Background: an optimization exercise with open tools, aiming at small area, a short achievable clock period and few clock cycles. Do not read the settings as production practice. The RTL of this run was laid out without a check of its function.

## design.v

```verilog
`timescale 1ns/100ps
module csi_rb_tree (
  input wire [7:0] y,
  input wire [8:0] x,
  input wire selb,
  output wire [26:0] s,
  output wire [26:0] c
);
  wire n1 = ~y[6] ^ x[1];
  wire n2 = ~y[6] & x[1];
  wire n3 = y[0] ^ ~y[7];
  wire n4 = y[0] & ~y[7];
  wire n5 = y[0] ^ y[2] ^ x[4];
  wire n6 = (y[0] & y[2]) | (y[0] & x[4]) | (y[2] & x[4]);
  wire n7 = y[1] ^ y[3] ^ x[5];
  wire n8 = (y[1] & y[3]) | (y[1] & x[5]) | (y[3] & x[5]);
  wire n9 = y[0] ^ y[2] ^ y[4];
  wire n10 = (y[0] & y[2]) | (y[0] & y[4]) | (y[2] & y[4]);
  wire n11 = y[1] ^ y[3] ^ y[5];
  wire n12 = (y[1] & y[3]) | (y[1] & y[5]) | (y[3] & y[5]);
  wire n13 = x[7] ^ (selb & x[4]);
  wire n14 = x[7] & (selb & x[4]);
  wire n15 = y[2] ^ y[4] ^ y[6];
  wire n16 = (y[2] & y[4]) | (y[2] & y[6]) | (y[4] & y[6]);
  wire n17 = x[8] ^ (selb ? x[5] : x[0]) ^ (~selb & x[3]);
  wire n18 = (x[8] & (selb ? x[5] : x[0])) | (x[8] & (~selb & x[3])) | ((selb ? x[5] : x[0]) & (~selb & x[3]));
  wire n19 = y[0] ^ y[3] ^ y[5];
  wire n20 = (y[0] & y[3]) | (y[0] & y[5]) | (y[3] & y[5]);
  wire n21 = y[7] ^ (~selb & x[0]) ^ (selb ? x[6] : x[1]);
  wire n22 = (y[7] & (~selb & x[0])) | (y[7] & (selb ? x[6] : x[1])) | ((~selb & x[0]) & (selb ? x[6] : x[1]));
  wire n23 = y[1] ^ y[4] ^ y[6];
  wire n24 = (y[1] & y[4]) | (y[1] & y[6]) | (y[4] & y[6]);
  wire n25 = (selb ? x[0] : x[1]) ^ (selb ? x[7] : x[2]);
  wire n26 = (selb ? x[0] : x[1]) & (selb ? x[7] : x[2]);
  wire n27 = y[2] ^ y[5] ^ y[7];
  wire n28 = (y[2] & y[5]) | (y[2] & y[7]) | (y[5] & y[7]);
  wire n29 = (selb ? x[1] : x[2]) ^ (selb ? x[8] : x[3]) ^ (~selb & x[6]);
  wire n30 = ((selb ? x[1] : x[2]) & (selb ? x[8] : x[3])) | ((selb ? x[1] : x[2]) & (~selb & x[6])) | ((selb ? x[8] : x[3]) & (~selb & x[6]));
  wire n31 = y[3] ^ y[6] ^ (selb ? x[2] : x[3]);
  wire n32 = (y[3] & y[6]) | (y[3] & (selb ? x[2] : x[3])) | (y[6] & (selb ? x[2] : x[3]));
  wire n33 = (~selb & x[4]) ^ (~selb & x[7]);
  wire n34 = (~selb & x[4]) & (~selb & x[7]);
  wire n35 = y[4] ^ y[7] ^ (selb ? x[3] : x[4]);
  wire n36 = (y[4] & y[7]) | (y[4] & (selb ? x[3] : x[4])) | (y[7] & (selb ? x[3] : x[4]));
  wire n37 = ~y[2] ^ x[0];
  wire n38 = ~y[2] & x[0];
  wire n39 = ~y[3] ^ x[1] ^ x[4];
  wire n40 = (~y[3] & x[1]) | (~y[3] & x[4]) | (x[1] & x[4]);
  wire n41 = ~y[4] ^ x[2] ^ x[5];
  wire n42 = (~y[4] & x[2]) | (~y[4] & x[5]) | (x[2] & x[5]);
  wire n43 = x[6] ^ (selb & x[3]);
  wire n44 = x[6] & (selb & x[3]);
  wire n45 = ~y[5] ^ x[0] ^ x[3];
  wire n46 = (~y[5] & x[0]) | (~y[5] & x[3]) | (x[0] & x[3]);
  wire n47 = x[6] ^ x[7] ^ (selb & x[4]);
  wire n48 = (x[6] & x[7]) | (x[6] & (selb & x[4])) | (x[7] & (selb & x[4]));
  wire n49 = x[4] ^ x[7] ^ x[8];
  wire n50 = (x[4] & x[7]) | (x[4] & x[8]) | (x[7] & x[8]);
  wire n51 = (selb & x[5]) ^ 1'b1 ^ n1;
  wire n52 = ((selb & x[5]) & 1'b1) | ((selb & x[5]) & n1) | (1'b1 & n1);
  wire n53 = x[2] ^ x[5] ^ x[8];
  wire n54 = (x[2] & x[5]) | (x[2] & x[8]) | (x[5] & x[8]);
  wire n55 = (selb & x[6]) ^ n3 ^ n2;
  wire n56 = ((selb & x[6]) & n3) | ((selb & x[6]) & n2) | (n3 & n2);
  wire n57 = y[1] ^ x[3] ^ x[6];
  wire n58 = (y[1] & x[3]) | (y[1] & x[6]) | (x[3] & x[6]);
  wire n59 = (selb & x[0]) ^ (selb & x[7]) ^ n4;
  wire n60 = ((selb & x[0]) & (selb & x[7])) | ((selb & x[0]) & n4) | ((selb & x[7]) & n4);
  wire n61 = x[7] ^ (selb & x[1]) ^ (selb & x[8]);
  wire n62 = (x[7] & (selb & x[1])) | (x[7] & (selb & x[8])) | ((selb & x[1]) & (selb & x[8]));
  wire n63 = (~selb & x[0]) ^ ~selb ^ n5;
  wire n64 = ((~selb & x[0]) & ~selb) | ((~selb & x[0]) & n5) | (~selb & n5);
  wire n65 = x[8] ^ (selb & x[2]) ^ (~selb & x[0]);
  wire n66 = (x[8] & (selb & x[2])) | (x[8] & (~selb & x[0])) | ((selb & x[2]) & (~selb & x[0]));
  wire n67 = (~selb & x[1]) ^ n7 ^ n6;
  wire n68 = ((~selb & x[1]) & n7) | ((~selb & x[1]) & n6) | (n7 & n6);
  wire n69 = x[6] ^ (selb & x[3]) ^ (~selb & x[1]);
  wire n70 = (x[6] & (selb & x[3])) | (x[6] & (~selb & x[1])) | ((selb & x[3]) & (~selb & x[1]));
  wire n71 = (~selb & x[2]) ^ n9 ^ n8;
  wire n72 = ((~selb & x[2]) & n9) | ((~selb & x[2]) & n8) | (n9 & n8);
  wire n73 = (~selb & x[2]) ^ (~selb & x[3]) ^ 1'b1;
  wire n74 = ((~selb & x[2]) & (~selb & x[3])) | ((~selb & x[2]) & 1'b1) | ((~selb & x[3]) & 1'b1);
  wire n75 = n11 ^ n13 ^ n10;
  wire n76 = (n11 & n13) | (n11 & n10) | (n13 & n10);
  wire n77 = (~selb & x[4]) ^ 1'b1 ^ n15;
  wire n78 = ((~selb & x[4]) & 1'b1) | ((~selb & x[4]) & n15) | (1'b1 & n15);
  wire n79 = n17 ^ n12 ^ n14;
  wire n80 = (n17 & n12) | (n17 & n14) | (n12 & n14);
  wire n81 = (~selb & x[4]) ^ (~selb & x[5]) ^ n19;
  wire n82 = ((~selb & x[4]) & (~selb & x[5])) | ((~selb & x[4]) & n19) | ((~selb & x[5]) & n19);
  wire n83 = n21 ^ n16 ^ n18;
  wire n84 = (n21 & n16) | (n21 & n18) | (n16 & n18);
  wire n85 = (~selb & x[5]) ^ (~selb & x[6]) ^ n23;
  wire n86 = ((~selb & x[5]) & (~selb & x[6])) | ((~selb & x[5]) & n23) | ((~selb & x[6]) & n23);
  wire n87 = n25 ^ n20 ^ n22;
  wire n88 = (n25 & n20) | (n25 & n22) | (n20 & n22);
  wire n89 = (~selb & x[7]) ^ ~selb ^ n27;
  wire n90 = ((~selb & x[7]) & ~selb) | ((~selb & x[7]) & n27) | (~selb & n27);
  wire n91 = n29 ^ n24 ^ n26;
  wire n92 = (n29 & n24) | (n29 & n26) | (n24 & n26);
  wire n93 = (~selb & x[8]) ^ selb ^ n31;
  wire n94 = ((~selb & x[8]) & selb) | ((~selb & x[8]) & n31) | (selb & n31);
  wire n95 = n33 ^ n28 ^ n30;
  wire n96 = (n33 & n28) | (n33 & n30) | (n28 & n30);
  wire n97 = (~selb & x[5]) ^ (~selb & x[8]) ^ ~selb;
  wire n98 = ((~selb & x[5]) & (~selb & x[8])) | ((~selb & x[5]) & ~selb) | ((~selb & x[8]) & ~selb);
  wire n99 = n35 ^ n32 ^ n34;
  wire n100 = (n35 & n32) | (n35 & n34) | (n32 & n34);
  wire n101 = y[5] ^ (selb ? x[4] : x[5]) ^ (~selb & x[6]);
  wire n102 = (y[5] & (selb ? x[4] : x[5])) | (y[5] & (~selb & x[6])) | ((selb ? x[4] : x[5]) & (~selb & x[6]));
  wire n103 = selb ^ n36;
  wire n104 = selb & n36;
  wire n105 = y[6] ^ (selb ? x[5] : x[6]) ^ (~selb & x[7]);
  wire n106 = (y[6] & (selb ? x[5] : x[6])) | (y[6] & (~selb & x[7])) | ((selb ? x[5] : x[6]) & (~selb & x[7]));
  wire n107 = y[7] ^ (selb ? x[6] : x[7]);
  wire n108 = y[7] & (selb ? x[6] : x[7]);
  wire n109 = ~y[0] ^ x[1];
  wire n110 = ~y[0] & x[1];
  wire n111 = ~y[1] ^ x[2] ^ x[3];
  wire n112 = (~y[1] & x[2]) | (~y[1] & x[3]) | (x[2] & x[3]);
  wire n113 = x[3] ^ x[4] ^ (selb & x[1]);
  wire n114 = (x[3] & x[4]) | (x[3] & (selb & x[1])) | (x[4] & (selb & x[1]));
  wire n115 = x[5] ^ (selb & x[2]) ^ n39;
  wire n116 = (x[5] & (selb & x[2])) | (x[5] & n39) | ((selb & x[2]) & n39);
  wire n117 = 1'b1 ^ n41 ^ n43;
  wire n118 = (1'b1 & n41) | (1'b1 & n43) | (n41 & n43);
  wire n119 = n45 ^ n47 ^ n42;
  wire n120 = (n45 & n47) | (n45 & n42) | (n47 & n42);
  wire n121 = n49 ^ n51 ^ n46;
  wire n122 = (n49 & n51) | (n49 & n46) | (n51 & n46);
  wire n123 = n53 ^ n55 ^ n50;
  wire n124 = (n53 & n55) | (n53 & n50) | (n55 & n50);
  wire n125 = n57 ^ n59 ^ n54;
  wire n126 = (n57 & n59) | (n57 & n54) | (n59 & n54);
  wire n127 = n61 ^ n63 ^ n58;
  wire n128 = (n61 & n63) | (n61 & n58) | (n63 & n58);
  wire n129 = n65 ^ n67 ^ n62;
  wire n130 = (n65 & n67) | (n65 & n62) | (n67 & n62);
  wire n131 = n69 ^ n71 ^ n66;
  wire n132 = (n69 & n71) | (n69 & n66) | (n71 & n66);
  wire n133 = n73 ^ n75 ^ n70;
  wire n134 = (n73 & n75) | (n73 & n70) | (n75 & n70);
  wire n135 = n77 ^ n79 ^ n74;
  wire n136 = (n77 & n79) | (n77 & n74) | (n79 & n74);
  wire n137 = n81 ^ n83 ^ n78;
  wire n138 = (n81 & n83) | (n81 & n78) | (n83 & n78);
  wire n139 = n85 ^ n87 ^ n82;
  wire n140 = (n85 & n87) | (n85 & n82) | (n87 & n82);
  wire n141 = n89 ^ n91 ^ n86;
  wire n142 = (n89 & n91) | (n89 & n86) | (n91 & n86);
  wire n143 = n93 ^ n95 ^ n90;
  wire n144 = (n93 & n95) | (n93 & n90) | (n95 & n90);
  wire n145 = n97 ^ n99 ^ n94;
  wire n146 = (n97 & n99) | (n97 & n94) | (n99 & n94);
  wire n147 = n101 ^ n103 ^ n98;
  wire n148 = (n101 & n103) | (n101 & n98) | (n103 & n98);
  wire n149 = 1'b1 ^ n105 ^ n102;
  wire n150 = (1'b1 & n105) | (1'b1 & n102) | (n105 & n102);
  wire n151 = (~selb & x[8]) ^ selb ^ n107;
  wire n152 = ((~selb & x[8]) & selb) | ((~selb & x[8]) & n107) | (selb & n107);
  wire n153 = (selb ? x[7] : x[8]) ^ selb;
  wire n154 = (selb ? x[7] : x[8]) & selb;
  wire n155 = x[2] ^ 1'b1;
  wire n156 = x[2] & 1'b1;
  wire n157 = (selb & x[0]) ^ n111 ^ n110;
  wire n158 = ((selb & x[0]) & n111) | ((selb & x[0]) & n110) | (n111 & n110);
  wire n159 = n37 ^ n113 ^ n112;
  wire n160 = (n37 & n113) | (n37 & n112) | (n113 & n112);
  wire n161 = n38 ^ n115 ^ n114;
  wire n162 = (n38 & n115) | (n38 & n114) | (n115 & n114);
  wire n163 = n40 ^ n117 ^ n116;
  wire n164 = (n40 & n117) | (n40 & n116) | (n117 & n116);
  wire n165 = n44 ^ n119 ^ n118;
  wire n166 = (n44 & n119) | (n44 & n118) | (n119 & n118);
  wire n167 = n48 ^ n121 ^ n120;
  wire n168 = (n48 & n121) | (n48 & n120) | (n121 & n120);
  wire n169 = n52 ^ n123 ^ n122;
  wire n170 = (n52 & n123) | (n52 & n122) | (n123 & n122);
  wire n171 = n56 ^ n125 ^ n124;
  wire n172 = (n56 & n125) | (n56 & n124) | (n125 & n124);
  wire n173 = n60 ^ n127 ^ n126;
  wire n174 = (n60 & n127) | (n60 & n126) | (n127 & n126);
  wire n175 = n64 ^ n129 ^ n128;
  wire n176 = (n64 & n129) | (n64 & n128) | (n129 & n128);
  wire n177 = n68 ^ n131 ^ n130;
  wire n178 = (n68 & n131) | (n68 & n130) | (n131 & n130);
  wire n179 = n72 ^ n133 ^ n132;
  wire n180 = (n72 & n133) | (n72 & n132) | (n133 & n132);
  wire n181 = n76 ^ n135 ^ n134;
  wire n182 = (n76 & n135) | (n76 & n134) | (n135 & n134);
  wire n183 = n80 ^ n137 ^ n136;
  wire n184 = (n80 & n137) | (n80 & n136) | (n137 & n136);
  wire n185 = n84 ^ n139 ^ n138;
  wire n186 = (n84 & n139) | (n84 & n138) | (n139 & n138);
  wire n187 = n88 ^ n141 ^ n140;
  wire n188 = (n88 & n141) | (n88 & n140) | (n141 & n140);
  wire n189 = n92 ^ n143 ^ n142;
  wire n190 = (n92 & n143) | (n92 & n142) | (n143 & n142);
  wire n191 = n96 ^ n145 ^ n144;
  wire n192 = (n96 & n145) | (n96 & n144) | (n145 & n144);
  wire n193 = n100 ^ n147 ^ n146;
  wire n194 = (n100 & n147) | (n100 & n146) | (n147 & n146);
  wire n195 = n104 ^ n149 ^ n148;
  wire n196 = (n104 & n149) | (n104 & n148) | (n149 & n148);
  wire n197 = n106 ^ n151 ^ n150;
  wire n198 = (n106 & n151) | (n106 & n150) | (n151 & n150);
  wire n199 = n108 ^ n153 ^ n152;
  wire n200 = (n108 & n153) | (n108 & n152) | (n153 & n152);
  wire n201 = (selb & x[8]) ^ ~selb ^ n154;
  wire n202 = ((selb & x[8]) & ~selb) | ((selb & x[8]) & n154) | (~selb & n154);
  assign s = {1'b1, n201, n199, n197, n195, n193, n191, n189, n187, n185, n183, n181, n179, n177, n175, n173, n171, n169, n167, n165, n163, n161, n159, n157, n109, x[0], x[0]};
  assign c = {n202, n200, n198, n196, n194, n192, n190, n188, n186, n184, n182, n180, n178, n176, n174, n172, n170, n168, n166, n164, n162, n160, n158, n156, n155, x[1], 1'b0};
endmodule
module csi_g_tree (
  input wire [7:0] y,
  input wire [8:0] u,
  input wire [8:0] v,
  output wire [26:0] s,
  output wire [26:0] c
);
  wire n1 = y[0] ^ y[3];
  wire n2 = y[0] & y[3];
  wire n3 = y[1] ^ y[4] ^ y[6];
  wire n4 = (y[1] & y[4]) | (y[1] & y[6]) | (y[4] & y[6]);
  wire n5 = y[2] ^ y[5];
  wire n6 = y[2] & y[5];
  wire n7 = y[0] ^ y[2] ^ y[4];
  wire n8 = (y[0] & y[2]) | (y[0] & y[4]) | (y[2] & y[4]);
  wire n9 = u[0] ^ ~u[3];
  wire n10 = u[0] & ~u[3];
  wire n11 = y[1] ^ y[3] ^ y[5];
  wire n12 = (y[1] & y[3]) | (y[1] & y[5]) | (y[3] & y[5]);
  wire n13 = u[1] ^ ~u[4];
  wire n14 = u[1] & ~u[4];
  wire n15 = y[2] ^ y[4] ^ y[6];
  wire n16 = (y[2] & y[4]) | (y[2] & y[6]) | (y[4] & y[6]);
  wire n17 = ~u[0] ^ u[2] ^ ~u[5];
  wire n18 = (~u[0] & u[2]) | (~u[0] & ~u[5]) | (u[2] & ~u[5]);
  wire n19 = v[1] ^ ~v[3];
  wire n20 = v[1] & ~v[3];
  wire n21 = y[5] ^ y[7] ^ ~u[1];
  wire n22 = (y[5] & y[7]) | (y[5] & ~u[1]) | (y[7] & ~u[1]);
  wire n23 = u[3] ^ ~u[6] ^ ~v[0];
  wire n24 = (u[3] & ~u[6]) | (u[3] & ~v[0]) | (~u[6] & ~v[0]);
  wire n25 = v[2] ^ ~v[4] ^ n1;
  wire n26 = (v[2] & ~v[4]) | (v[2] & n1) | (~v[4] & n1);
  wire n27 = ~u[2] ^ u[4] ^ ~u[7];
  wire n28 = (~u[2] & u[4]) | (~u[2] & ~u[7]) | (u[4] & ~u[7]);
  wire n29 = ~v[1] ^ v[3] ^ ~v[5];
  wire n30 = (~v[1] & v[3]) | (~v[1] & ~v[5]) | (v[3] & ~v[5]);
  wire n31 = 1'b1 ^ n3 ^ n2;
  wire n32 = (1'b1 & n3) | (1'b1 & n2) | (n3 & n2);
  wire n33 = y[7] ^ ~u[3] ^ u[5];
  wire n34 = (y[7] & ~u[3]) | (y[7] & u[5]) | (~u[3] & u[5]);
  wire n35 = ~u[8] ^ ~v[2] ^ v[4];
  wire n36 = (~u[8] & ~v[2]) | (~u[8] & v[4]) | (~v[2] & v[4]);
  wire n37 = ~v[6] ^ n5 ^ n4;
  wire n38 = (~v[6] & n5) | (~v[6] & n4) | (n5 & n4);
  wire n39 = y[3] ^ y[6] ^ ~u[4];
  wire n40 = (y[3] & y[6]) | (y[3] & ~u[4]) | (y[6] & ~u[4]);
  wire n41 = u[6] ^ ~v[3] ^ v[5];
  wire n42 = (u[6] & ~v[3]) | (u[6] & v[5]) | (~v[3] & v[5]);
  wire n43 = ~v[7] ^ 1'b1 ^ n6;
  wire n44 = (~v[7] & 1'b1) | (~v[7] & n6) | (1'b1 & n6);
  wire n45 = y[4] ^ y[7] ^ ~u[5];
  wire n46 = (y[4] & y[7]) | (y[4] & ~u[5]) | (y[7] & ~u[5]);
  wire n47 = u[7] ^ ~v[4] ^ v[6];
  wire n48 = (u[7] & ~v[4]) | (u[7] & v[6]) | (~v[4] & v[6]);
  wire n49 = ~v[8] ^ 1'b1;
  wire n50 = ~v[8] & 1'b1;
  wire n51 = y[5] ^ ~u[6] ^ u[8];
  wire n52 = (y[5] & ~u[6]) | (y[5] & u[8]) | (~u[6] & u[8]);
  wire n53 = ~v[5] ^ v[7];
  wire n54 = ~v[5] & v[7];
  wire n55 = y[6] ^ ~u[7];
  wire n56 = y[6] & ~u[7];
  wire n57 = ~y[3] ^ ~u[0];
  wire n58 = ~y[3] & ~u[0];
  wire n59 = ~y[4] ^ ~u[1] ^ u[3];
  wire n60 = (~y[4] & ~u[1]) | (~y[4] & u[3]) | (~u[1] & u[3]);
  wire n61 = ~y[5] ^ ~u[2] ^ u[4];
  wire n62 = (~y[5] & ~u[2]) | (~y[5] & u[4]) | (~u[2] & u[4]);
  wire n63 = ~v[2] ^ ~v[7];
  wire n64 = ~v[2] & ~v[7];
  wire n65 = ~y[6] ^ ~u[3] ^ u[5];
  wire n66 = (~y[6] & ~u[3]) | (~y[6] & u[5]) | (~u[3] & u[5]);
  wire n67 = ~v[3] ^ ~v[8] ^ 1'b1;
  wire n68 = (~v[3] & ~v[8]) | (~v[3] & 1'b1) | (~v[8] & 1'b1);
  wire n69 = y[0] ^ ~y[7] ^ ~u[4];
  wire n70 = (y[0] & ~y[7]) | (y[0] & ~u[4]) | (~y[7] & ~u[4]);
  wire n71 = u[6] ^ ~v[4] ^ 1'b1;
  wire n72 = (u[6] & ~v[4]) | (u[6] & 1'b1) | (~v[4] & 1'b1);
  wire n73 = y[1] ^ ~u[0] ^ ~u[5];
  wire n74 = (y[1] & ~u[0]) | (y[1] & ~u[5]) | (~u[0] & ~u[5]);
  wire n75 = u[7] ^ ~v[5] ^ 1'b1;
  wire n76 = (u[7] & ~v[5]) | (u[7] & 1'b1) | (~v[5] & 1'b1);
  wire n77 = y[0] ^ y[2] ^ ~u[1];
  wire n78 = (y[0] & y[2]) | (y[0] & ~u[1]) | (y[2] & ~u[1]);
  wire n79 = ~u[6] ^ u[8] ^ ~v[6];
  wire n80 = (~u[6] & u[8]) | (~u[6] & ~v[6]) | (u[8] & ~v[6]);
  wire n81 = y[1] ^ y[3] ^ ~u[2];
  wire n82 = (y[1] & y[3]) | (y[1] & ~u[2]) | (y[3] & ~u[2]);
  wire n83 = ~u[7] ^ ~v[0] ^ ~v[7];
  wire n84 = (~u[7] & ~v[0]) | (~u[7] & ~v[7]) | (~v[0] & ~v[7]);
  wire n85 = ~u[8] ^ ~v[1] ^ ~v[8];
  wire n86 = (~u[8] & ~v[1]) | (~u[8] & ~v[8]) | (~v[1] & ~v[8]);
  wire n87 = 1'b1 ^ n7 ^ n9;
  wire n88 = (1'b1 & n7) | (1'b1 & n9) | (n7 & n9);
  wire n89 = v[0] ^ ~v[2] ^ n11;
  wire n90 = (v[0] & ~v[2]) | (v[0] & n11) | (~v[2] & n11);
  wire n91 = n13 ^ n8 ^ n10;
  wire n92 = (n13 & n8) | (n13 & n10) | (n8 & n10);
  wire n93 = 1'b1 ^ n15 ^ n17;
  wire n94 = (1'b1 & n15) | (1'b1 & n17) | (n15 & n17);
  wire n95 = n19 ^ n12 ^ n14;
  wire n96 = (n19 & n12) | (n19 & n14) | (n12 & n14);
  wire n97 = n21 ^ n23 ^ n25;
  wire n98 = (n21 & n23) | (n21 & n25) | (n23 & n25);
  wire n99 = n16 ^ n18 ^ n20;
  wire n100 = (n16 & n18) | (n16 & n20) | (n18 & n20);
  wire n101 = n27 ^ n29 ^ n31;
  wire n102 = (n27 & n29) | (n27 & n31) | (n29 & n31);
  wire n103 = n22 ^ n24 ^ n26;
  wire n104 = (n22 & n24) | (n22 & n26) | (n24 & n26);
  wire n105 = n33 ^ n35 ^ n37;
  wire n106 = (n33 & n35) | (n33 & n37) | (n35 & n37);
  wire n107 = n28 ^ n30 ^ n32;
  wire n108 = (n28 & n30) | (n28 & n32) | (n30 & n32);
  wire n109 = n39 ^ n41 ^ n43;
  wire n110 = (n39 & n41) | (n39 & n43) | (n41 & n43);
  wire n111 = n34 ^ n36 ^ n38;
  wire n112 = (n34 & n36) | (n34 & n38) | (n36 & n38);
  wire n113 = n45 ^ n47 ^ n49;
  wire n114 = (n45 & n47) | (n45 & n49) | (n47 & n49);
  wire n115 = n40 ^ n42 ^ n44;
  wire n116 = (n40 & n42) | (n40 & n44) | (n42 & n44);
  wire n117 = 1'b1 ^ n51 ^ n53;
  wire n118 = (1'b1 & n51) | (1'b1 & n53) | (n51 & n53);
  wire n119 = n46 ^ n48 ^ n50;
  wire n120 = (n46 & n48) | (n46 & n50) | (n48 & n50);
  wire n121 = ~v[6] ^ v[8] ^ 1'b1;
  wire n122 = (~v[6] & v[8]) | (~v[6] & 1'b1) | (v[8] & 1'b1);
  wire n123 = n55 ^ n52 ^ n54;
  wire n124 = (n55 & n52) | (n55 & n54) | (n52 & n54);
  wire n125 = y[7] ^ ~u[8] ^ ~v[7];
  wire n126 = (y[7] & ~u[8]) | (y[7] & ~v[7]) | (~u[8] & ~v[7]);
  wire n127 = 1'b1 ^ n56;
  wire n128 = 1'b1 & n56;
  wire n129 = u[2] ^ ~v[0];
  wire n130 = u[2] & ~v[0];
  wire n131 = ~v[1] ^ ~v[6] ^ n59;
  wire n132 = (~v[1] & ~v[6]) | (~v[1] & n59) | (~v[6] & n59);
  wire n133 = 1'b1 ^ n61 ^ n63;
  wire n134 = (1'b1 & n61) | (1'b1 & n63) | (n61 & n63);
  wire n135 = n65 ^ n67 ^ n62;
  wire n136 = (n65 & n67) | (n65 & n62) | (n67 & n62);
  wire n137 = n69 ^ n71 ^ n66;
  wire n138 = (n69 & n71) | (n69 & n66) | (n71 & n66);
  wire n139 = n73 ^ n75 ^ n70;
  wire n140 = (n73 & n75) | (n73 & n70) | (n75 & n70);
  wire n141 = n77 ^ n79 ^ n74;
  wire n142 = (n77 & n79) | (n77 & n74) | (n79 & n74);
  wire n143 = n81 ^ n83 ^ n78;
  wire n144 = (n81 & n83) | (n81 & n78) | (n83 & n78);
  wire n145 = n85 ^ n87 ^ n82;
  wire n146 = (n85 & n87) | (n85 & n82) | (n87 & n82);
  wire n147 = n89 ^ n91 ^ n86;
  wire n148 = (n89 & n91) | (n89 & n86) | (n91 & n86);
  wire n149 = n93 ^ n95 ^ n90;
  wire n150 = (n93 & n95) | (n93 & n90) | (n95 & n90);
  wire n151 = n97 ^ n99 ^ n94;
  wire n152 = (n97 & n99) | (n97 & n94) | (n99 & n94);
  wire n153 = n101 ^ n103 ^ n98;
  wire n154 = (n101 & n103) | (n101 & n98) | (n103 & n98);
  wire n155 = n105 ^ n107 ^ n102;
  wire n156 = (n105 & n107) | (n105 & n102) | (n107 & n102);
  wire n157 = n109 ^ n111 ^ n106;
  wire n158 = (n109 & n111) | (n109 & n106) | (n111 & n106);
  wire n159 = n113 ^ n115 ^ n110;
  wire n160 = (n113 & n115) | (n113 & n110) | (n115 & n110);
  wire n161 = n117 ^ n119 ^ n114;
  wire n162 = (n117 & n119) | (n117 & n114) | (n119 & n114);
  wire n163 = n121 ^ n123 ^ n118;
  wire n164 = (n121 & n123) | (n121 & n118) | (n123 & n118);
  wire n165 = n125 ^ n127 ^ n122;
  wire n166 = (n125 & n127) | (n125 & n122) | (n127 & n122);
  wire n167 = ~v[8] ^ 1'b1 ^ n126;
  wire n168 = (~v[8] & 1'b1) | (~v[8] & n126) | (1'b1 & n126);
  wire n169 = ~y[0] ^ ~v[2];
  wire n170 = ~y[0] & ~v[2];
  wire n171 = ~y[1] ^ u[0] ^ ~v[3];
  wire n172 = (~y[1] & u[0]) | (~y[1] & ~v[3]) | (u[0] & ~v[3]);
  wire n173 = ~y[2] ^ u[1] ^ ~v[4];
  wire n174 = (~y[2] & u[1]) | (~y[2] & ~v[4]) | (u[1] & ~v[4]);
  wire n175 = ~v[5] ^ n57 ^ n129;
  wire n176 = (~v[5] & n57) | (~v[5] & n129) | (n57 & n129);
  wire n177 = n58 ^ n131 ^ n130;
  wire n178 = (n58 & n131) | (n58 & n130) | (n131 & n130);
  wire n179 = n60 ^ n133 ^ n132;
  wire n180 = (n60 & n133) | (n60 & n132) | (n133 & n132);
  wire n181 = n64 ^ n135 ^ n134;
  wire n182 = (n64 & n135) | (n64 & n134) | (n135 & n134);
  wire n183 = n68 ^ n137 ^ n136;
  wire n184 = (n68 & n137) | (n68 & n136) | (n137 & n136);
  wire n185 = n72 ^ n139 ^ n138;
  wire n186 = (n72 & n139) | (n72 & n138) | (n139 & n138);
  wire n187 = n76 ^ n141 ^ n140;
  wire n188 = (n76 & n141) | (n76 & n140) | (n141 & n140);
  wire n189 = n80 ^ n143 ^ n142;
  wire n190 = (n80 & n143) | (n80 & n142) | (n143 & n142);
  wire n191 = n84 ^ n145 ^ n144;
  wire n192 = (n84 & n145) | (n84 & n144) | (n145 & n144);
  wire n193 = n88 ^ n147 ^ n146;
  wire n194 = (n88 & n147) | (n88 & n146) | (n147 & n146);
  wire n195 = n92 ^ n149 ^ n148;
  wire n196 = (n92 & n149) | (n92 & n148) | (n149 & n148);
  wire n197 = n96 ^ n151 ^ n150;
  wire n198 = (n96 & n151) | (n96 & n150) | (n151 & n150);
  wire n199 = n100 ^ n153 ^ n152;
  wire n200 = (n100 & n153) | (n100 & n152) | (n153 & n152);
  wire n201 = n104 ^ n155 ^ n154;
  wire n202 = (n104 & n155) | (n104 & n154) | (n155 & n154);
  wire n203 = n108 ^ n157 ^ n156;
  wire n204 = (n108 & n157) | (n108 & n156) | (n157 & n156);
  wire n205 = n112 ^ n159 ^ n158;
  wire n206 = (n112 & n159) | (n112 & n158) | (n159 & n158);
  wire n207 = n116 ^ n161 ^ n160;
  wire n208 = (n116 & n161) | (n116 & n160) | (n161 & n160);
  wire n209 = n120 ^ n163 ^ n162;
  wire n210 = (n120 & n163) | (n120 & n162) | (n163 & n162);
  wire n211 = n124 ^ n165 ^ n164;
  wire n212 = (n124 & n165) | (n124 & n164) | (n165 & n164);
  wire n213 = n128 ^ n167 ^ n166;
  wire n214 = (n128 & n167) | (n128 & n166) | (n167 & n166);
  assign s = {1'b1, n168, n213, n211, n209, n207, n205, n203, n201, n199, n197, n195, n193, n191, n189, n187, n185, n183, n181, n179, n177, n175, n173, n171, 1'b1, ~v[1], ~v[0]};
  assign c = {1'b0, n214, n212, n210, n208, n206, n204, n202, n200, n198, n196, n194, n192, n190, n188, n186, n184, n182, n180, n178, n176, n174, n172, n170, n169, 1'b0, 1'b1};
endmodule
module csi_i_tree (
  input wire [8:0] a,
  input wire [8:0] b,
  input wire [8:0] c_in,
  output wire [16:0] s,
  output wire [16:0] c
);
  wire n1 = a[0] ^ a[2];
  wire n2 = a[0] & a[2];
  wire n3 = a[1] ^ a[3];
  wire n4 = a[1] & a[3];
  wire n5 = a[0] ^ ~a[5];
  wire n6 = a[0] & ~a[5];
  wire n7 = a[1] ^ ~a[6] ^ ~b[0];
  wire n8 = (a[1] & ~a[6]) | (a[1] & ~b[0]) | (~a[6] & ~b[0]);
  wire n9 = b[3] ^ b[4] ^ c_in[2];
  wire n10 = (b[3] & b[4]) | (b[3] & c_in[2]) | (b[4] & c_in[2]);
  wire n11 = ~a[7] ^ ~b[1] ^ b[4];
  wire n12 = (~a[7] & ~b[1]) | (~a[7] & b[4]) | (~b[1] & b[4]);
  wire n13 = b[5] ^ c_in[3] ^ c_in[5];
  wire n14 = (b[5] & c_in[3]) | (b[5] & c_in[5]) | (c_in[3] & c_in[5]);
  wire n15 = c_in[7] ^ 1'b1;
  wire n16 = c_in[7] & 1'b1;
  wire n17 = ~a[8] ^ ~b[2] ^ b[5];
  wire n18 = (~a[8] & ~b[2]) | (~a[8] & b[5]) | (~b[2] & b[5]);
  wire n19 = b[6] ^ c_in[4] ^ c_in[6];
  wire n20 = (b[6] & c_in[4]) | (b[6] & c_in[6]) | (c_in[4] & c_in[6]);
  wire n21 = c_in[8] ^ n3 ^ n2;
  wire n22 = (c_in[8] & n3) | (c_in[8] & n2) | (n3 & n2);
  wire n23 = a[2] ^ a[4] ^ ~b[3];
  wire n24 = (a[2] & a[4]) | (a[2] & ~b[3]) | (a[4] & ~b[3]);
  wire n25 = b[6] ^ b[7] ^ c_in[5];
  wire n26 = (b[6] & b[7]) | (b[6] & c_in[5]) | (b[7] & c_in[5]);
  wire n27 = c_in[7] ^ 1'b1 ^ n4;
  wire n28 = (c_in[7] & 1'b1) | (c_in[7] & n4) | (1'b1 & n4);
  wire n29 = a[3] ^ a[5] ^ ~b[4];
  wire n30 = (a[3] & a[5]) | (a[3] & ~b[4]) | (a[5] & ~b[4]);
  wire n31 = b[7] ^ b[8] ^ c_in[6];
  wire n32 = (b[7] & b[8]) | (b[7] & c_in[6]) | (b[8] & c_in[6]);
  wire n33 = c_in[8] ^ 1'b1;
  wire n34 = c_in[8] & 1'b1;
  wire n35 = a[4] ^ a[6] ^ ~b[5];
  wire n36 = (a[4] & a[6]) | (a[4] & ~b[5]) | (a[6] & ~b[5]);
  wire n37 = b[8] ^ c_in[7];
  wire n38 = b[8] & c_in[7];
  wire n39 = a[5] ^ a[7];
  wire n40 = a[5] & a[7];
  wire n41 = ~a[3] ^ b[0];
  wire n42 = ~a[3] & b[0];
  wire n43 = ~a[4] ^ b[1] ^ b[2];
  wire n44 = (~a[4] & b[1]) | (~a[4] & b[2]) | (b[1] & b[2]);
  wire n45 = c_in[0] ^ c_in[2];
  wire n46 = c_in[0] & c_in[2];
  wire n47 = b[2] ^ b[3] ^ c_in[1];
  wire n48 = (b[2] & b[3]) | (b[2] & c_in[1]) | (b[3] & c_in[1]);
  wire n49 = c_in[3] ^ c_in[5] ^ n5;
  wire n50 = (c_in[3] & c_in[5]) | (c_in[3] & n5) | (c_in[5] & n5);
  wire n51 = c_in[4] ^ c_in[6] ^ 1'b1;
  wire n52 = (c_in[4] & c_in[6]) | (c_in[4] & 1'b1) | (c_in[6] & 1'b1);
  wire n53 = n7 ^ n9 ^ n6;
  wire n54 = (n7 & n9) | (n7 & n6) | (n9 & n6);
  wire n55 = n1 ^ n11 ^ n13;
  wire n56 = (n1 & n11) | (n1 & n13) | (n11 & n13);
  wire n57 = n15 ^ n8 ^ n10;
  wire n58 = (n15 & n8) | (n15 & n10) | (n8 & n10);
  wire n59 = n17 ^ n19 ^ n21;
  wire n60 = (n17 & n19) | (n17 & n21) | (n19 & n21);
  wire n61 = n12 ^ n14 ^ n16;
  wire n62 = (n12 & n14) | (n12 & n16) | (n14 & n16);
  wire n63 = n23 ^ n25 ^ n27;
  wire n64 = (n23 & n25) | (n23 & n27) | (n25 & n27);
  wire n65 = n18 ^ n20 ^ n22;
  wire n66 = (n18 & n20) | (n18 & n22) | (n20 & n22);
  wire n67 = n29 ^ n31 ^ n33;
  wire n68 = (n29 & n31) | (n29 & n33) | (n31 & n33);
  wire n69 = n24 ^ n26 ^ n28;
  wire n70 = (n24 & n26) | (n24 & n28) | (n26 & n28);
  wire n71 = 1'b1 ^ n35 ^ n37;
  wire n72 = (1'b1 & n35) | (1'b1 & n37) | (n35 & n37);
  wire n73 = n30 ^ n32 ^ n34;
  wire n74 = (n30 & n32) | (n30 & n34) | (n32 & n34);
  wire n75 = ~b[6] ^ c_in[8] ^ 1'b1;
  wire n76 = (~b[6] & c_in[8]) | (~b[6] & 1'b1) | (c_in[8] & 1'b1);
  wire n77 = n39 ^ n36 ^ n38;
  wire n78 = (n39 & n36) | (n39 & n38) | (n36 & n38);
  wire n79 = a[6] ^ a[8] ^ ~b[7];
  wire n80 = (a[6] & a[8]) | (a[6] & ~b[7]) | (a[8] & ~b[7]);
  wire n81 = 1'b1 ^ n40;
  wire n82 = 1'b1 & n40;
  wire n83 = a[7] ^ ~b[8];
  wire n84 = a[7] & ~b[8];
  wire n85 = ~a[2] ^ b[0];
  wire n86 = ~a[2] & b[0];
  wire n87 = b[1] ^ c_in[1] ^ c_in[3];
  wire n88 = (b[1] & c_in[1]) | (b[1] & c_in[3]) | (c_in[1] & c_in[3]);
  wire n89 = c_in[4] ^ n43 ^ n45;
  wire n90 = (c_in[4] & n43) | (c_in[4] & n45) | (n43 & n45);
  wire n91 = n47 ^ n49 ^ n44;
  wire n92 = (n47 & n49) | (n47 & n44) | (n49 & n44);
  wire n93 = n51 ^ n53 ^ n48;
  wire n94 = (n51 & n53) | (n51 & n48) | (n53 & n48);
  wire n95 = n55 ^ n57 ^ n52;
  wire n96 = (n55 & n57) | (n55 & n52) | (n57 & n52);
  wire n97 = n59 ^ n61 ^ n56;
  wire n98 = (n59 & n61) | (n59 & n56) | (n61 & n56);
  wire n99 = n63 ^ n65 ^ n60;
  wire n100 = (n63 & n65) | (n63 & n60) | (n65 & n60);
  wire n101 = n67 ^ n69 ^ n64;
  wire n102 = (n67 & n69) | (n67 & n64) | (n69 & n64);
  wire n103 = n71 ^ n73 ^ n68;
  wire n104 = (n71 & n73) | (n71 & n68) | (n73 & n68);
  wire n105 = n75 ^ n77 ^ n72;
  wire n106 = (n75 & n77) | (n75 & n72) | (n77 & n72);
  wire n107 = n79 ^ n81 ^ n76;
  wire n108 = (n79 & n81) | (n79 & n76) | (n81 & n76);
  wire n109 = 1'b1 ^ n83 ^ n80;
  wire n110 = (1'b1 & n83) | (1'b1 & n80) | (n83 & n80);
  wire n111 = a[8] ^ 1'b1;
  wire n112 = a[8] & 1'b1;
  wire n113 = ~a[0] ^ c_in[0];
  wire n114 = ~a[0] & c_in[0];
  wire n115 = ~a[1] ^ c_in[1];
  wire n116 = ~a[1] & c_in[1];
  wire n117 = c_in[0] ^ c_in[2] ^ n85;
  wire n118 = (c_in[0] & c_in[2]) | (c_in[0] & n85) | (c_in[2] & n85);
  wire n119 = n41 ^ n87 ^ n86;
  wire n120 = (n41 & n87) | (n41 & n86) | (n87 & n86);
  wire n121 = n42 ^ n89 ^ n88;
  wire n122 = (n42 & n89) | (n42 & n88) | (n89 & n88);
  wire n123 = n46 ^ n91 ^ n90;
  wire n124 = (n46 & n91) | (n46 & n90) | (n91 & n90);
  wire n125 = n50 ^ n93 ^ n92;
  wire n126 = (n50 & n93) | (n50 & n92) | (n93 & n92);
  wire n127 = n54 ^ n95 ^ n94;
  wire n128 = (n54 & n95) | (n54 & n94) | (n95 & n94);
  wire n129 = n58 ^ n97 ^ n96;
  wire n130 = (n58 & n97) | (n58 & n96) | (n97 & n96);
  wire n131 = n62 ^ n99 ^ n98;
  wire n132 = (n62 & n99) | (n62 & n98) | (n99 & n98);
  wire n133 = n66 ^ n101 ^ n100;
  wire n134 = (n66 & n101) | (n66 & n100) | (n101 & n100);
  wire n135 = n70 ^ n103 ^ n102;
  wire n136 = (n70 & n103) | (n70 & n102) | (n103 & n102);
  wire n137 = n74 ^ n105 ^ n104;
  wire n138 = (n74 & n105) | (n74 & n104) | (n105 & n104);
  wire n139 = n78 ^ n107 ^ n106;
  wire n140 = (n78 & n107) | (n78 & n106) | (n107 & n106);
  wire n141 = n82 ^ n109 ^ n108;
  wire n142 = (n82 & n109) | (n82 & n108) | (n109 & n108);
  wire n143 = n84 ^ n111 ^ n110;
  wire n144 = (n84 & n111) | (n84 & n110) | (n111 & n110);
  wire n145 = 1'b1 ^ n112;
  wire n146 = 1'b1 & n112;
  assign s = {n145, n143, n141, n139, n137, n135, n133, n131, n129, n127, n125, n123, n121, n119, n117, n115, 1'b1};
  assign c = {n144, n142, n140, n138, n136, n134, n132, n130, n128, n126, n124, n122, n120, n118, n116, n114, n113};
endmodule
`timescale 1ns/100ps
module csi_top (
	input  logic        clk,
	input  logic        rst_n,
	input  logic        start,
	output logic [17:0] sram_addr,
	output logic [15:0] sram_wdata,
	output logic        sram_we_n,
	input  logic [15:0] sram_rdata,
	output logic        done
);
localparam logic [17:0] U_BASE   = 18'd38400;
localparam logic [17:0] V_BASE   = 18'd57600;
localparam logic [17:0] RGB_BASE = 18'd146944;
localparam logic [15:0] C_END    = 16'd38406;
logic        run;
logic [2:0]  ph;
logic [15:0] c;         
logic [7:0]  col;       
logic [17:0] wc;        
wire p0 = (ph == 3'd0);
wire p1 = (ph == 3'd1);
wire p2 = (ph == 3'd2);
wire p3 = (ph == 3'd3);
wire p4 = (ph == 3'd4);
wire wact = (|c[15:3]) | (c[2] & c[1]);    
logic [15:0] yw;
logic [7:0]  uh, ul, vh, vl;
logic [7:0]  L [0:10];
wire [7:0] ins = p0 ? (c[0] ? vl : vh) : (c[0] ? ul : uh);
wire head = (col == 8'd0);
wire t157 = (col == 8'd157);
wire t158 = (col == 8'd158);
wire t159 = (col == 8'd159);
wire [7:0] tp1 = t159 ? L[6] : L[4];
wire [7:0] tp2 = t159 ? L[6] : (t158 ? L[4] : L[2]);
wire [7:0] tp3 = t159 ? L[6] : (t158 ? L[4] : (t157 ? L[2] : L[0]));
logic [8:0] ia, ib, ic;
logic [8:0] uo, vo;
wire [16:0] is_, ic_;
csi_i_tree itree (.a(ia), .b(ib), .c_in(ic), .s(is_), .c(ic_));
wire [16:0] isum = is_ + ic_;
wire [8:0]  ires = isum[16:8];
function automatic logic [8:0] ex(input logic [7:0] s);    
	ex = {s[7], ~s[7], s[6:0]};
endfunction
wire [7:0] y   = (p0 | p1) ? yw[15:8] : yw[7:0];
wire [8:0] rbx = (p0 | p1) ? ex(L[7]) : (p2 ? vo : uo);
wire       selb = p1 | p3;
wire [8:0] gu  = p0 ? ex(L[6]) : uo;
wire [8:0] gv  = p0 ? ex(L[7]) : vo;
wire [26:0] rb_s, rb_c, g_s, g_c;
csi_rb_tree rbtree (.y(y), .x(rbx), .selb(selb), .s(rb_s), .c(rb_c));
csi_g_tree  gtree  (.y(y), .u(gu), .v(gv), .s(g_s), .c(g_c));
wire [16:0] rb_lo = {1'b0, rb_s[15:0]} + {1'b0, rb_c[15:0]};
wire [16:0] g_lo  = {1'b0, g_s[15:0]} + {1'b0, g_c[15:0]};
logic [10:0] rb_hs, rb_hc, g_hs, g_hc;
logic        rb_cy, g_cy;
function automatic logic [7:0] clip(input logic [10:0] h);   
	if (h[10])
		clip = 8'd0;
	else if (h[9] | h[8])
		clip = 8'd255;
	else
		clip = h[7:0];
endfunction
wire [10:0] rb_h = rb_hs + rb_hc + {10'd0, rb_cy};
wire [10:0] g_h  = g_hs + g_hc + {10'd0, g_cy};
wire [7:0]  rb   = clip(rb_h);
wire [7:0]  gg   = clip(g_h);
logic [7:0] bbuf;
always_ff @(posedge clk or negedge rst_n) begin
	if (!rst_n) begin
		run       <= 1'b0;
		done      <= 1'b0;
		sram_we_n <= 1'b1;
	end else begin
		sram_we_n <= ~(run & wact & (p1 | p3 | p4));
		if (!run) begin
			if (start) begin
				run  <= 1'b1;
				done <= 1'b0;
			end
		end else if (p0 && c == C_END) begin
			run  <= 1'b0;
			done <= 1'b1;
		end
	end
end
always_ff @(posedge clk) begin
	if (!run) begin
		ph  <= 3'd0;
		c   <= 16'd0;
		col <= 8'd155;
		wc  <= RGB_BASE;
	end else begin
		ph <= p4 ? 3'd0 : ph + 3'd1;
		if (p4) begin
			c   <= c + 16'd1;
			col <= (col == 8'd159) ? 8'd0 : col + 8'd1;
		end
		if (wact & (p1 | p3 | p4))
			wc <= wc + 18'd1;
	end
end
always_ff @(posedge clk) begin
	case (ph)
		3'd0:    sram_addr <= {2'b00, c - 16'd5};
		3'd2:    sram_addr <= (c[0] ? U_BASE : V_BASE) + {3'b000, c[15:1]};
		default: sram_addr <= wc;
	endcase
	sram_wdata[15:8] <= p1 ? rb : (p3 ? bbuf : gg);
	sram_wdata[7:0]  <= p1 ? gg : rb;
	if (p2)
		bbuf <= rb;
end
always_ff @(posedge clk) begin
	if (p3)
		yw <= sram_rdata;
	if (p0 & c[0])
		{vh, vl} <= sram_rdata;
	if (p0 & ~c[0])
		{uh, ul} <= sram_rdata;
	if (run & (p0 | p2)) begin
		L[0] <= ins;
		for (int i = 1; i <= 10; i++)
			L[i] <= L[i-1];
		if (head) begin
			L[8]  <= L[5];
			L[10] <= L[5];
		end
	end
end
always_ff @(posedge clk) begin
	ia <= {1'b0, L[6]} + {1'b0, tp1};
	ib <= {1'b0, L[8]} + {1'b0, tp2};
	ic <= {1'b0, L[10]} + {1'b0, tp3};
	if (p3)
		vo <= ires;
	if (p4)
		uo <= ires;
	rb_hs <= rb_s[26:16];
	rb_hc <= rb_c[26:16];
	rb_cy <= rb_lo[16];
	g_hs  <= g_s[26:16];
	g_hc  <= g_c[26:16];
	g_cy  <= g_lo[16];
end
endmodule
```

## run.sh

```bash
#!/bin/bash
# synth_recipe.tcl (not shown) runs the flow's synth.tcl, then flattens the netlist and writes it again
# the make line also repeats each setting of config.mk as NAME=value (left out here)
make -C /OpenROAD-flow-scripts/flow DESIGN_CONFIG=/design/flow/config.mk WORK_HOME=/design/flow/orfs CLKGATE_MAP_FILE= SYNTH_SCRIPT=/design/flow/synth_recipe.tcl finish
```

## config.mk

```make
export PLATFORM = sky130hd
export DESIGN_NAME = csi_top
export DESIGN_NICKNAME = csi_top
export VERILOG_FILES = /design/flow/design.v
export SDC_FILE = /design/flow/constraint.sdc
export NUM_CORES = 4
export LEC_CHECK = 0
export CAP_MARGIN = 20
export CORE_MARGIN = 2
export CORE_UTILIZATION = 40
export PLACE_DENSITY = 0.6
export SLEW_MARGIN = 20
```

## constraint.sdc

```tcl
create_clock -name core_clock -period 17.0 [get_ports {clk}]
set_input_delay 3.4000 -clock core_clock [delete_from_list [all_inputs] [get_ports {clk}]]
set_output_delay 3.4000 -clock core_clock [all_outputs]
set_load 0.01 [all_outputs]
```

==> metrics.md <==
| Metric | Value |
|---|---|
| Status | `finished clean` |
| Post-Layout Cell Count | `approximately 2700` |
| Post-synth top flop | `edfxtp_1` |
| Clk pin slew, worst setup/hold paths | `roughly 60 ps` |
| Chip width | `between 200 and 250 µm` |
| Die height | `between 200 and 250 µm` |
| Hold Slack | `roughly 400 ps` |
| Fin crit share | `0.352` |
| Critical setup path kind | `flip-flop to flip-flop` |
| Area after DPL | `22300 µm²` |
| Final Cell Area | `around 24000 µm²` |
| Min-delay src | `L[1][1]$_DFFE_PP_` |
| Die area | `around 54000 µm²` |
| Root buf cell | `clkbuf_16` |
| Max-Cap Viols | `0` |
| I/O Pins | `55` |
| Flop2flop setup slack | `between 10000 and 15000 ps` |
| Syn Area/Cell | `~11 µm²` |
| Post-DR vias/cell | `5.05` |
| Post-synth top cells | `inv_1, fa_1, ha_1` |
| Cells after Synth | `~1900` |
| Hold-fix buffers, CTS | `0` |
| Setup-failing EPs final | `0` |
| Crit path DAT | `about 6400 ps` |
| CTS HTree Levels | `2` |
| Cell taking the most area after synthesis | `edfxtp_1` |
| First-pass GRT wire length | `between 70 and 80 mm` |
| Grt ovf | `0` |
| Clock Skew | `approximately 34 ps` |
| Dpl hpwl | `38.8 mm` |
| WL per Instance | `18.2 µm` |
| Routability cong. | `0.899` |
| Postcts setup bufs | `0` |
| FF-to-FF Start | `ph[0]$_SDFF_PP0_` |
| Routed WL | `about 50 mm` |
| Sequential-to-total area share from yosys stat | `0.378` |
| Pre-antenna DRT Iters | `5` |
| CP max FO | `21` |
| Synth Warn # | `2` |
| Period minus WS final | `5980 ps` |
| Total GRT Usage | `0.190` |
| Post-synth ARST share | `0.00955` |
| Hold Path End | `L[2][1]$_DFFE_PP_` |
| Clock Sinks | `314` |
| Final hold vios | `0` |
| Rows | `slightly above 80` |
| Initial antenna violation count | `0` |
| Share of layout cells above drive strength 1 | `0.0643` |
| Cell area after synthesis | `21000 µm²` |
| Worst hold stages | `0` |
| Layout Nets | `roughly 2400` |
| Seq cells post-synth | `314` |
| Synth cell types | `between 70 and 80` |
| Cells after DPL | `about 2700` |
| TritonCTS Buffers | `36` |
| Largest cells by area after synthesis | `edfxtp_1, fa_1, dfxtp_1` |
| Maximum number of pins on one net before global-route repair | `between 80 and 90` |
| CTS Buffer Depth | `3` |
| Fill cells | `roughly 4800` |
| Resized Gates After CTS | `0` |
| Port bufs | `54` |
| DP Worst Slack | `11080 ps` |
| Antenna diode count | `0` |
| Critical Path End Type | `flip-flop` |
| Via count | `13700` |
| Iter 0 DRT Violations | `~790` |
| RR Endpoint | `rb_cy$_DFF_P_` |
| Critical Path RT | `17440 ps` |
| Post-synth EDFFs | `about 160` |
| Core area | `51500 µm²` |
| Reg2reg path depth | `20` |
| Post-DRT Antenna Nets | `0` |
| RSZ-0062 raised after global routing | `no` |
| Worst Slack Setup Final | `approximately 11000 ps` |
| Slew @ Worst Pin | `between 900 and 1000 ps` |
| CTS tree | `built` |
| CP startpoint kind | `flip-flop` |
| # DRC | `0` |
| Starting Density | `0.407` |
| Area grow syn2layout | `12.4%` |
| Clock latency (worst-skew pair) | `about 570 ps` |
| Net Count, Synth | `around 2300` |
| Vias in the first global route | `roughly 14000` |
| Most common cell in the netlist | `inv_1` |
| Fmax achieved | `0.167 GHz` |
| Max Slew Vio Count | `0` |
| Slew Limit Headroom | `0.341` |
| Post-synth top area share | `0.232` |
| Setup TNS | `0 ps` |
| Min-delay worst type | `flip-flop to flip-flop` |
==> logic make-up after synthesis <==
| kind of cell | Yosys count | synth area share |
|---|---|---|
| simple gates | 420 | 0.0951 |
| xor+xnor | 131 | 0.0548 |
| fa+ha+maj | 363 | 0.283 |
| flops | 314 | 0.378 |
| mux | 54 | 0.0319 |
| buf+inv | 378 | 0.0709 |
| compound gates | 288 | 0.0858 |
==> registers in the layout (all words and copies together), names as in the netlist, 9 cells and up <==
register    cells
L              88
sram_addr      18
wc             18
c              16
sram_wdata     16
yw             16
rb_hc          11
g_hc           10
g_hs           10
rb_hs          10
ia              9
ib              9
ic              9
uo              9
vo              9
==> cells in the final DEF, fill, tap and decap left out, types with 8 or more instances in the layout <==
master,netlist,routed
nand2_1,165,165
mux2_2,16,16
dfxtp_1,149,149
o21bai_1,9,8
mux2i_1,28,28
mux4_2,8,8
nand2b_1,12,12
xor2_1,37,37
edfxtp_1,162,162
inv_1,325,325
o21a_1,13,13
buf_4,5,19
clkbuf_16,0,36
nand4_1,11,11
nand3b_1,8,8
ha_1,169,168
a22oi_1,13,13
a21oi_1,91,91
o22ai_1,10,10
nor3_1,13,13
nor2b_1,15,14
clkdlybuf4s50_1,0,54
xnor2_1,94,94
and2_1,29,28
nor2_1,95,94
nand3_1,38,38
a21o_1,30,30
fa_1,188,188
o21ai_0,73,73
==> worst max-delay path, cell delays in order (launching register included) <==
cell	delay, ps
dfxtp_1	490
inv_1	110
ha_1	330
nand2b_1	430
inv_2	370
nand2_1	160
a21oi_1	70
a21oi_1	640
inv_1	230
ha_1	250
inv_1	70
fa_1	430
fa_1	520
inv_1	70
fa_1	480
ha_1	310
a21o_1	180
a21o_1	180
a21oi_1	210
o2111ai_1	140
and3_1	180
==> metal layers <==
metal / vias to the layer above / wire length, µm / global-route usage
li1: 6565 / - / -
met1: 6780 / 22800 / 0.254
met2: 299 / 23300 / 0.316
met3: 82 / 2090 / 0.0282
met4: 0 / 1390 / 0.0601
met5: - / 0 / 0
==> metrics by stage <==
| step | util |
|---|---|
| 4_1_cts | 0.457 |
| 3_5_place_dp | 0.432 |
| 6_report | 0.457 |
| 5_1_grt | 0.457 |
| 3_3_place_gp | 0.432 |
| 2_1_floorplan | - |
==> area by class of cell <==
cell class | count | area (µm²) | share of cell area
Multi-Input combinational cell | 1256 | 11600 | 0.491
Sequential cell | 314 | 7920 | 0.336
Inverter | 328 | 1230 | 0.0523
Clock buffer | 50 | 1020 | 0.0434
Tap cell | 680 | 851 | 0.0361
Timing Repair Buffer | 74 | 694 | 0.0295
Clock inverter | 16 | 277 | 0.0117
==> worst max path at each step <==
| stage | endpoint | slack [ps] | start |
|---|---|---|---|
| after detailed placement | rb_cy$_DFF_P_ | 11080 | ph[0]$_SDFF_PP0_ |
| after floorplan | rb_cy$_DFF_P_ | 11710 | ph[0]$_SDFF_PP0_ |
| final | rb_cy$_DFF_P_ | 11020 | ph[0]$_SDFF_PP0_ |
| after global routing | rb_cy$_DFF_P_ | 10580 | ph[0]$_SDFF_PP0_ |
| after CTS | rb_cy$_DFF_P_ | 11040 | ph[0]$_SDFF_PP0_ |
| after global placement | rb_cy$_DFF_P_ | 11290 | ph[0]$_SDFF_PP0_ |

[static timing again, ports no longer ideal]
How much do the figures lean on ideal ports? The routed layout below was timed once more, with nothing changed but the port constraints. Step 1 assumes that a clkbuf_16 drives the clock port and a buf_2 every other input. Step 2 adds t to the input delays and takes it off the output delays; t is the mean of the earliest and latest rising clock arrival at the registers after step 1. Input paths then give back, and output paths get back, about the clock's delay inside the block. a / b / c = ideal / step 1 / step 2; a / b = the first two.
shift t [ns]: 0.609
setup slack, ns: 11.020 / 11.020 / 11.020
worst slew at a driven data input, ns: 0.03
After both steps setup and hold are still met in this run. The setup slack of this run moves by 0.000 ns with the drivers and by 0.000 ns with both steps.
